This design comes from an exercise in tuning for small area on the open sky130 flow, not from production work. In this exercise RTL edits were held to simulation tests only and were not proved equivalent to the original. No driver is modelled on the clock port, so clocking that relies on it looks cheaper here than on a real chip.

==> trial 14 <==
// cordic
module cordic(input clk,
              input signed [7:0] x_in,
              input signed [7:0] y_in,
              output signed [31:0] r,
              output signed [31:0] phi,
              output signed [31:0] dummy1,
              output signed [31:0] dummy2,
              output signed [31:0] dummy3);
Settings: LEC_CHECK=0, CAP_MARGIN=20, CORE_MARGIN=2, CORE_UTILIZATION=40, CTS_BUF_LIST=sky130_fd_sc_hd__clkbuf_16, CTS_CLUSTER_DIAMETER=80, CTS_CLUSTER_SIZE=30, SLEW_MARGIN=20; clock period 10.0 ns.
standard.sh (not shown) runs the stock make flow with config.mk's settings and CLKGATE_MAP_FILE= SYNTH_SCRIPT=/design/flow/synth_recipe.tcl, a recipe that flattens the netlist after the stock synthesis.
==> flow/flow/run.sh <==
#!/bin/bash
set -euo pipefail
export BUFFER_PORTS_ARGS="-buffer_cell sky130_fd_sc_hd__buf_1"
export CTS_ARGS="-sink_clustering_enable -repair_clock_nets -dont_use_dummy_load -buf_list sky130_fd_sc_hd__clkbuf_16 -sink_clustering_size 30 -sink_clustering_max_diameter 110"
bash standard.sh > standard_flow.log 2>&1
==> trial 73 (differences from trial 14) <==
==> flow/flow/run.sh (replaced) <==
#!/bin/bash
set -euo pipefail
export BUFFER_PORTS_ARGS="-buffer_cell sky130_fd_sc_hd__buf_1"
export CTS_ARGS="-sink_clustering_enable -repair_clock_nets -dont_use_dummy_load -buf_list sky130_fd_sc_hd__clkbuf_16 -sink_clustering_size 30 -sink_clustering_max_diameter 80"
bash standard.sh > standard_flow.log 2>&1
==> run_results.csv <==
group,metric,value,unit
outcome,status,"no timing/DRC/antenna violations",
routing,wl_met3,1100,um
sta,post-route-period-util,95.7,%
routing,wl_met2,26700,um
finish,nClkBuffers,29,
finish,post-route-cell-area,32300,um^2
That was trial 73.
==> run_results.csv <==
group,metric,value,unit
outcome,status,"no timing/DRC/antenna violations",
routing,wl_met2,26700,um
global_route,grt_busiest_layer,"met2",
routing,wl_met3,1070,um
finish,post-route-cell-area,32200,um^2
logic_synthesis,synth.most_common_cell,"dfxtp_1",
sta,post-route-period-util,95.9,%
That was trial 14.

========
==> run P: inputs <==
Starting RTL as in the previous note.
==> flow/design.v (excerpt) <==
module cordic(input clk,
              input signed [7:0] x_in,
              input signed [7:0] y_in,
              output signed [31:0] r,
              output signed [31:0] phi,
              output signed [31:0] dummy1,
              output signed [31:0] dummy2,
              output signed [31:0] dummy3);
==> flow/config.mk <==
export PLATFORM = sky130hd
export DESIGN_NAME = cordic
export DESIGN_NICKNAME = cordic
export VERILOG_FILES = /design/flow/design.v
export SDC_FILE = /design/flow/constraint.sdc
export NUM_CORES = 4
export LEC_CHECK = 0
export CAP_MARGIN = 20
export CORE_MARGIN = 2
export CORE_UTILIZATION = 40
export CTS_BUF_LIST = sky130_fd_sc_hd__clkbuf_16
export CTS_CLUSTER_DIAMETER = 80
export CTS_CLUSTER_SIZE = 30
export SLEW_MARGIN = 20
==> flow/constraint.sdc <==
create_clock -name core_clock -period 10.0 [get_ports {clk}]
set_input_delay 2.0000 -clock core_clock [delete_from_list [all_inputs] [get_ports {clk}]]
set_output_delay 2.0000 -clock core_clock [all_outputs]
set_load 0.01 [all_outputs]
==> flow/flow/run.sh <==
#!/bin/bash
set -euo pipefail
export BUFFER_PORTS_ARGS="-buffer_cell sky130_fd_sc_hd__buf_1"
export CTS_ARGS="-sink_clustering_enable -repair_clock_nets -dont_use_dummy_load -buf_list sky130_fd_sc_hd__clkbuf_16 -sink_clustering_size 35 -sink_clustering_max_diameter 80"
bash standard.sh > standard_flow.log 2>&1
==> run H: changes against run P <==
==> flow/flow/run.sh (replaced) <==
#!/bin/bash
set -euo pipefail
export BUFFER_PORTS_ARGS="-buffer_cell sky130_fd_sc_hd__buf_1"
export CTS_ARGS="-sink_clustering_enable -repair_clock_nets -dont_use_dummy_load -buf_list sky130_fd_sc_hd__clkbuf_16 -sink_clustering_size 30 -sink_clustering_max_diameter 110"
bash standard.sh > standard_flow.log 2>&1
==> comparison <==
Wire length is about the same in run P and run H. Run P went through all stages and came out clean. Run H finished clean. Synthesized cell count is the same in run H and run P. Clock skew: run H is lower than run P (36 ps). Sequential cell count is the same in run H and run P.
==> figures <==
item	run H	run P
Result of the run	finished clean	finished clean
Crit share post-route	0.959	0.958
Met3 layer usage reported by global route	0.0140	0.0138
Worst min-delay path startpoint	n16_r5	n149_r13
Clock-cell share of area	0.0194	0.0217
Post-route setup slack	415 ps	422 ps
Share of cell area taken by flip-flops and latches	0.391	0.390
Routing usage on met2	0.248	0.247
Via count of the first global-routing pass	16,100	16,000

## separate check: timing with driven ports
Ports are ideal in the flow. The routed layouts listed here were re-timed in OpenROAD.
Step 1, drivers: a clkbuf_16 drives clk and a buf_2 each remaining input, both assumed.
Step 2 moves the port delays by t, midway between the first and last clock arrival at a register: inputs arrive t later, outputs are due t later. That takes back most of the time a late clock gives input paths.
Slacks: no drivers / after step 1 / after step 2; pairs: no drivers / after step 1.
| run | shift t [ns] | setup WS [ns] | worst hold slack (ns) | worst register clock-pin slew, ns |
|---|---|---|---|---|
| trial 14 | 0.627 | 0.415 / 0.415 / 0.415 | 0.328 / 0.328 / 0.328 | 0.11 / 0.11 |
| trial 73 | 0.645 | 0.429 / 0.429 / 0.429 | 0.322 / 0.322 / 0.322 | 0.11 / 0.11 |
| run P | 0.648 | 0.422 / 0.422 / 0.422 | 0.300 / 0.300 / 0.300 | 0.12 / 0.12 |
| run H | 0.627 | 0.415 / 0.415 / 0.415 | 0.328 / 0.328 / 0.328 | 0.11 / 0.11 |
After both steps setup and hold are still met in every run listed.
